From an optimization exercise on the open Yosys and OpenROAD flow, aimed at small area, a short achievable clock period and few clock cycles; shortcuts taken in it are not production practice.
Function was checked by simulation only, so behaviour that the tests miss may differ from the original.
Power and IR drop assume default switching activity.

--- flow/config.mk ---
export PLATFORM = sky130hd
export DESIGN_NAME = CPU
export DESIGN_NICKNAME = CPU
export VERILOG_FILES = /design/flow/design.v
export SDC_FILE = /design/flow/constraint.sdc
export NUM_CORES = 4
export LEC_CHECK = 0
export CAP_MARGIN = 20
export CORE_MARGIN = 2
export CORE_UTILIZATION = 40
export SLEW_MARGIN = 20
--- flow/run.sh ---
#!/bin/bash
# synth_recipe.tcl (not shown) runs the flow's synth.tcl, then flattens the netlist and writes it again
# the make line also repeats each setting of config.mk as NAME=value (left out here)
make -C /OpenROAD-flow-scripts/flow DESIGN_CONFIG=/design/flow/config.mk WORK_HOME=/design/flow/orfs CLKGATE_MAP_FILE= SYNTH_SCRIPT=/design/flow/synth_recipe.tcl finish
--- flow/constraint.sdc ---
create_clock -name core_clock -period 21.0 [get_ports {clk}]
set_input_delay 4.2000 -clock core_clock [delete_from_list [all_inputs] [get_ports {clk}]]
set_output_delay 4.2000 -clock core_clock [all_outputs]
set_load 0.01 [all_outputs]
--- flow/design.v ---
module register_file(clk, rst, ra1, ra2, rd1, rd2, we, wa, wd);
input clk, rst;
input [4:0] ra1, ra2, wa;
input we;
input [31:0] wd;
output [31:0] rd1, rd2;
wire [31:0] wdr = wd & {32{~rst}};
wire [1023:0] flat;
genvar g;
generate
for (g = 0; g < 32; g = g + 1) begin : R
	reg [31:0] q;
	wire en = rst | (we & (wa == g));
	always @(posedge clk)
		if (en) q <= wdr;
	assign flat[g*32 +: 32] = q;
end
endgenerate
wire [31:0] oh1 = 32'd1 << ra1;
wire [31:0] oh2 = 32'd1 << ra2;
reg [31:0] o1, o2;
integer i;
always @(*) begin
	o1 = 32'd0;
	o2 = 32'd0;
	for (i = 0; i < 32; i = i + 1) begin
		o1 = o1 | (flat[i*32 +: 32] & {32{oh1[i]}});
		o2 = o2 | (flat[i*32 +: 32] & {32{oh2[i]}});
	end
end
assign rd1 = o1;
assign rd2 = o2;
endmodule
module CPU(clk, rst, imem_addr, imem_rdata, dmem_addr, dmem_wdata, dmem_we, dmem_rdata);
input clk, rst;
output [31:0] imem_addr;
input [31:0] imem_rdata;
output [9:0] dmem_addr;
output [31:0] dmem_wdata;
output dmem_we;
input [31:0] dmem_rdata;
reg [29:0] pc;           
reg        xv;           
reg [31:0] ir;           
reg [29:0] xpc1;         
reg        carry;
reg        wwe;          
reg        wload;        
reg [4:0]  wdst;
reg [31:0] wres;
reg [9:0]  maddr;
reg [31:0] mwdata;
reg        mwe;
wire [5:0]  fop = imem_rdata[31:26];
wire        f_j = (fop == 6'h25) | (fop == 6'h26);
wire [29:0] pc1 = pc + 30'd1;
wire [29:0] f_jt = {pc1[29:26], imem_rdata[25:0]};
wire [5:0] op = ir[31:26];
wire [4:0] r1 = ir[25:21];
wire [4:0] r2 = ir[20:16];
wire [7:0] fn = ir[15:8];
wire [31:0] imm = {{16{ir[15]}}, ir[15:0]};
wire isR    = (op == 6'h00);
wire fADD   = isR & (fn == 8'h01);
wire fCOMP  = isR & (fn == 8'h02);
wire fSHLLV = isR & (fn == 8'h04);
wire fSHRLV = isR & (fn == 8'h08);
wire fSHRAV = isR & (fn == 8'h10);
wire fBR    = isR & (fn == 8'h20);
wire fAND   = isR & (fn == 8'h40);
wire fXOR   = isR & (fn == 8'h80);
wire oADDI  = (op == 6'h01);
wire oCOMPI = (op == 6'h02);
wire oSHLL  = (op == 6'h03);
wire oSHRL  = (op == 6'h04);
wire oSHRA  = (op == 6'h05);
wire oBLTZ  = (op == 6'h06);
wire oBZ    = (op == 6'h07);
wire oBNZ   = (op == 6'h08);
wire oLW    = (op == 6'h20);
wire oSW    = (op == 6'h21);
wire oBL    = (op == 6'h26);
wire oBCY   = (op == 6'h27);
wire oBCNY  = (op == 6'h28);
wire mem    = oLW | oSW;
wire comp   = fCOMP | oCOMPI;
wire addc   = fADD | oADDI | mem;                  
wire shl    = fSHLLV | oSHLL;
wire shr    = fSHRLV | oSHRL | fSHRAV | oSHRA;
wire sha    = fSHRAV | oSHRA;
wire shv    = fSHLLV | fSHRLV | fSHRAV;
wire use1   = fADD | shv | fAND | fXOR | fBR | oADDI | oSHLL | oSHRL | oSHRA |
              oBLTZ | oBZ | oBNZ | oSW;
wire use2   = fADD | fCOMP | shv | fAND | fXOR | mem;
wire wr     = fADD | fCOMP | shv | fAND | fXOR | oADDI | oCOMPI | oSHLL | oSHRL | oSHRA |
              oLW | oBL;
wire [31:0] rf1, rf2;
register_file RF(.clk(clk), .rst(rst), .ra1(r1), .ra2(r2), .rd1(rf1), .rd2(rf2),
                 .we(wwe), .wa(wdst), .wd(wload ? dmem_rdata : wres));
wire f1 = wwe & (wdst == r1);
wire f2 = wwe & (wdst == r2);
wire [31:0] A = f1 ? wres : rf1;
wire [31:0] B = f2 ? wres : rf2;
wire stall = xv & wload & ((f1 & use1) | (f2 & use2));
wire go = xv & ~stall;
wire [31:0] ax  = mem ? B : (comp ? 32'd0 : A);
wire [31:0] ay0 = isR ? B : imm;
wire [31:0] ay  = comp ? ~ay0 : ay0;
wire [32:0] sum = {1'b0, ax} + {1'b0, ay} + {32'd0, comp};
wire [4:0]  sa = shv ? B[4:0] : r2;
wire [31:0] arev;
genvar k;
generate for (k = 0; k < 32; k = k + 1) begin : REV
	assign arev[k] = A[31-k];
end endgenerate
wire [31:0] shin = shl ? arev : A;
wire [63:0] shx  = {{32{sha & A[31]}}, shin} >> sa;
wire [31:0] shr_o = shx[31:0];
wire [31:0] shrev;
generate for (k = 0; k < 32; k = k + 1) begin : REV2
	assign shrev[k] = shr_o[31-k];
end endgenerate
wire [31:0] res = (addc | comp) ? sum[31:0] :
                  shl ? shrev :
                  shr ? shr_o :
                  fAND ? (A & B) :
                  fXOR ? (A ^ B) :
                  {xpc1, 2'b00};                         
wire azero = (A == 32'd0);
wire take = go & (fBR | (oBLTZ & A[31]) | (oBZ & azero) | (oBNZ & ~azero) |
                  (oBCY & carry) | (oBCNY & ~carry));
wire [29:0] tgt = fBR ? A[31:2] :
                  (oBLTZ | oBZ | oBNZ) ? (xpc1 + imm[29:0]) :
                  {xpc1[29:26], ir[25:0]};
always @(posedge clk) begin
	if (rst) begin
		pc <= 30'd0;
		xv <= 1'b0;
		carry <= 1'b0;
		wwe <= 1'b0;
		mwe <= 1'b0;
	end else begin
		if (take) begin
			pc <= tgt;
			xv <= 1'b0;
		end else if (!stall) begin
			pc <= f_j ? f_jt : pc1;
			xv <= 1'b1;
		end
		if (go & addc)
			carry <= sum[32];
		wwe <= go & wr;
		mwe <= go & oSW;
	end
	if (!stall) begin
		ir <= imem_rdata;
		xpc1 <= pc1;
	end
	wload <= oLW;
	wdst <= oBL ? 5'd31 : r1;
	wres <= res;
	maddr <= sum[9:0];
	mwdata <= A;
end
assign imem_addr = {pc, 2'b00};
assign dmem_addr = maddr;
assign dmem_wdata = mwdata;
assign dmem_we = mwe;
endmodule
==> run summary <==
sequential area share after synthesis 56.3%; row count 144; CP required 21.63 ns; CORE AREA approximately 0.15 mm²; DP HPWL roughly 200 mm; Worst EP arrival 8.88 ns; Net Sw Frac 29.9%; post-route cell area 0.0712 mm²; Die X 398 µm; htree depth 4; outcome complete, no violations; share of layout cells above drive strength 1 11.8%; # Max-Cap Violations 0; Worst Path Buf+Inv 4; Global Route Usage Sum 40.9%; Synth cell types 103; number of global-route vias before repair 53,501; Reg-to-Reg Start ir[24]$_DFFE_PN_; P_leak around 28 nW; Worst Setup Start Kind flop; CTS clock-pin slew for the worst setup and hold paths 0.06 ns; Post-synth ARST share 0%; final WL 335 mm; worst-margin pin slew 1.34 ns; Max clock buf depth 3; DRC errors left 0; worst skew pair latency 0.83 ns; Final period util ~39%; Starting Density 40.3%; number of synthesized flops with an enable pin 1,086; Slew Viols, Final 0; vias per std cell 7.60; Psw about 1.9 mW; Initial DRT Pass Iterations 13; largest net degree at the start of global routing 82; Comb pwr share 15.0%; root buf cell clkbuf_16; WHS 0.528 ns; Port Buffer Count ~140; Slew HR 10.5%; # IOs 141; CTS Buf Count approximately 140; VDD IR-drop max approximately 91 µV; Critical Path, Cell by Cell buf_4 > nor2_4 > buf_4 > buf_4 > and3_1 > a2111oi_0 > and4_1 > a31oi_2 > a22o_1 > ha_1 > a21oi_1 > inv_1 > a211oi_1 > o21bai_1 > o311ai_0 > a21oi_1 > nor4_1 > o31ai_1 > o21ai_0 > nand2b_1 > o311a_1 > o21bai_1 > a21oi_1; remaining global-route overflow 0; Final Critical Period 8.26 ns; setup TNS 0 ns; Top FF cell, synth edfxtp_1; GP Congestion 1.04; crit path launch ir[24]$_DFFE_PN_; Cell Area, Placed between 0.06 and 0.07 mm²; Int Power 4.41 mW; clk_skew 0.0490 ns; Max FO, Critical Path 79; die area 0.158 mm²; commonest non-fill, non-tap cells in the layout edfxtp_1 (1,086), and3_1 (628), a22oi_1 (483), nand2_1 (299), buf_4 (250); Layout area overhead 14.9%; routed via count 58,440; FILL cells 13,958; worst hold start pc[25]$_SDFFE_PP0P_; antenna-violating nets left 0; Hold Crit Class flop to flop; Final Hold Viols 0; most common cell after layout, fill and taps aside edfxtp_1; initial antenna violation count 37; Power Dens Cells 88.3 mW/mm²; Syn Area/Cell 11.4 µm²; Worst setup EP type flop; Fmax achieved 121 MHz; Reg power frac 46.8%; Post-CTS Hold Fix Bufs 0; #FFs+latches synth roughly 1,200; CP Class flop to flop; Post-Syn Area 0.0620 mm²; cell family with most CP delay compound AO/OA/AOI/OAI gates; routed len/inst between 40 and 50 µm; clock sinks between 1,000 and 1,500; cts repair resizes 0; share of power burned in the clock network 38.2%; RSZ-0062 raised after global routing false; Die Y approximately 400 µm; final setup fails 0; Synth warnings 2; Iteration-0 DRC Markers 12,301; CP peak stage delay 0.93 ns; global-route wire length before repair 448 mm; Synth Instances 5,429; Final #Nets 5,675; CTS tree done; Post-CTS Repair Setup Buffers 0; Worst path slowest cell nor2_4
path summary, 6_finish.rpt:
path / depth (start not counted) / slack, ns / endpoint
setup / recovery: 23 / 12.74 / carry$_SDFFE_PP0P_
hold / removal: 2 / 0.53 / pc[25]$_SDFFE_PP0P_
setup reg to reg: 23 / 12.74 / carry$_SDFFE_PP0P_
hold reg to reg: 2 / 0.53 / pc[25]$_SDFFE_PP0P_
routing by layer:
metal | track usage (%) | wire length, µm | vias up
met1 | 49.1 | 111000 | 27902
met4 | 30.8 | 33000 | 46
met2 | 56.8 | 133000 | 6521
li1 | - | - | 22009
met3 | 19.2 | 56700 | 1962
met5 | 0.212 | 424 | -
metrics by stage:
| step | utilization (%) | std cells | power [mW] | setup slack (ns) |
|---|---|---|---|---|
| finish | 46.2 | 7693 | 6.29 | 12.74 |
| floorplan | - | 5430 | 3.34 | 14.53 |
| global route | 46.2 | 7663 | 6.38 | 12.57 |
| detailed placement | 43.3 | 7419 | 3.86 | 13.29 |
| global placement | 43.3 | 7418 | 3.86 | 13.27 |
| CTS | 46.2 | 7660 | 6.21 | 13.26 |
sequential cells by signal (all words and copies together), names as in the netlist:
name and count:
pc 30, wdst 5, maddr 10, wres 32
mwe 1, RF.R.q 1024, mwdata 32, wload 1
wwe 1, xpc1 30, carry 1, ir 32
xv 1
worst reg2reg max path: cells and delay by family, from the launching register on:
kind | cells | cell delay, ns
buffers and inverters | 4 | 1.84
adder cells (fa/ha/maj) | 1 | 0.31
AO/OA/AOI/OAI | 13 | 3.45
flip-flops | 1 | 0.37
AND/OR/NAND/NOR | 5 | 2.11
area by class of cell:
| type | instances | area, µm² | share of cell area, % |
|---|---|---|---|
| antenna | 32 | 80.1 | 0.112 |
| multi-input combinational | 3750 | 25900 | 36.4 |
| sequential | 1200 | 34900 | 49.0 |
| inverter | 37 | 140 | 0.197 |
| timing repair buffer | 389 | 3280 | 4.60 |
| clock buffer | 158 | 3600 | 5.05 |
| tap | 2044 | 2560 | 3.59 |
| clock inverter | 83 | 790 | 1.11 |
power groups by stage:
stage | registers [mW] | logic, mW | clock network, mW
after floorplan | 2.91 | 0.431 | 0
after global routing | 2.95 | 0.954 | 2.48
after CTS | 2.93 | 0.882 | 2.39
after detailed placement | 2.98 | 0.879 | 0
after global placement | 2.98 | 0.878 | 0
final | 2.94 | 0.947 | 2.40
Yosys cell counts (52+ instances only):
| master | number | share of area [%] |
|---|---|---|
| o211ai_1 | 52 | 0.63 |
| a31oi_1 | 64 | 0.65 |
| dfxtp_1 | 114 | 3.7 |
| xnor2_1 | 72 | 1.0 |
| clkbuf_1 | 329 | 2.0 |
| a2111oi_0 | 185 | 2.6 |
| nor2_1 | 296 | 1.8 |
| o22ai_1 | 55 | 0.55 |
| a21oi_1 | 123 | 0.99 |
| nand3_1 | 215 | 1.7 |
| edfxtp_1 | 1086 | 53 |
| nand4_1 | 124 | 1.3 |
| ha_1 | 93 | 1.9 |
| a22oi_1 | 483 | 5.8 |
| nor3_1 | 61 | 0.49 |
| buf_2 | 58 | 0.47 |
| and3_1 | 629 | 6.3 |
| nand2_1 | 315 | 1.9 |
| mux2i_1 | 114 | 1.8 |
| o21ai_0 | 156 | 1.3 |
kinds of logic after synthesis:
family,synth area share [%]
fa+ha+maj,1.94
flops,56.3
buf+inv,3.27
other cells,0.00605
compound gates,17.6
xor+xnor,1.74
simple gates,16.8
mux,2.40
Testbench counts, summed over its fixed seeds: cycles 44,815.

## port drivers added, routing unchanged
The results above use ideal ports. As a check the final layout listed here was re-extracted and re-timed, cells and wires unchanged.
Step 1 (the two cells are an assumption about what drives the block):
set clk [get_ports {clk}]
set_driving_cell -lib_cell sky130_fd_sc_hd__clkbuf_16 $clk
set_driving_cell -lib_cell sky130_fd_sc_hd__buf_2 [delete_from_list [all_inputs] $clk]
Step 2 moves the port delays by t, midway between the first and last clock arrival at a register: inputs arrive t later, outputs are due t later. That takes back most of the time a late clock gives input paths.
Three values: ideal ports, drivers, drivers and shift; two values: the first two.
t, ns: 0.887
setup WS [ns]: 12.743 / 12.743 / 12.743
pins driven straight from the clock port: 1
After both steps this run still meets setup and hold. The setup slack of this run moves by 0.000 ns with the drivers and by 0.000 ns with both steps.
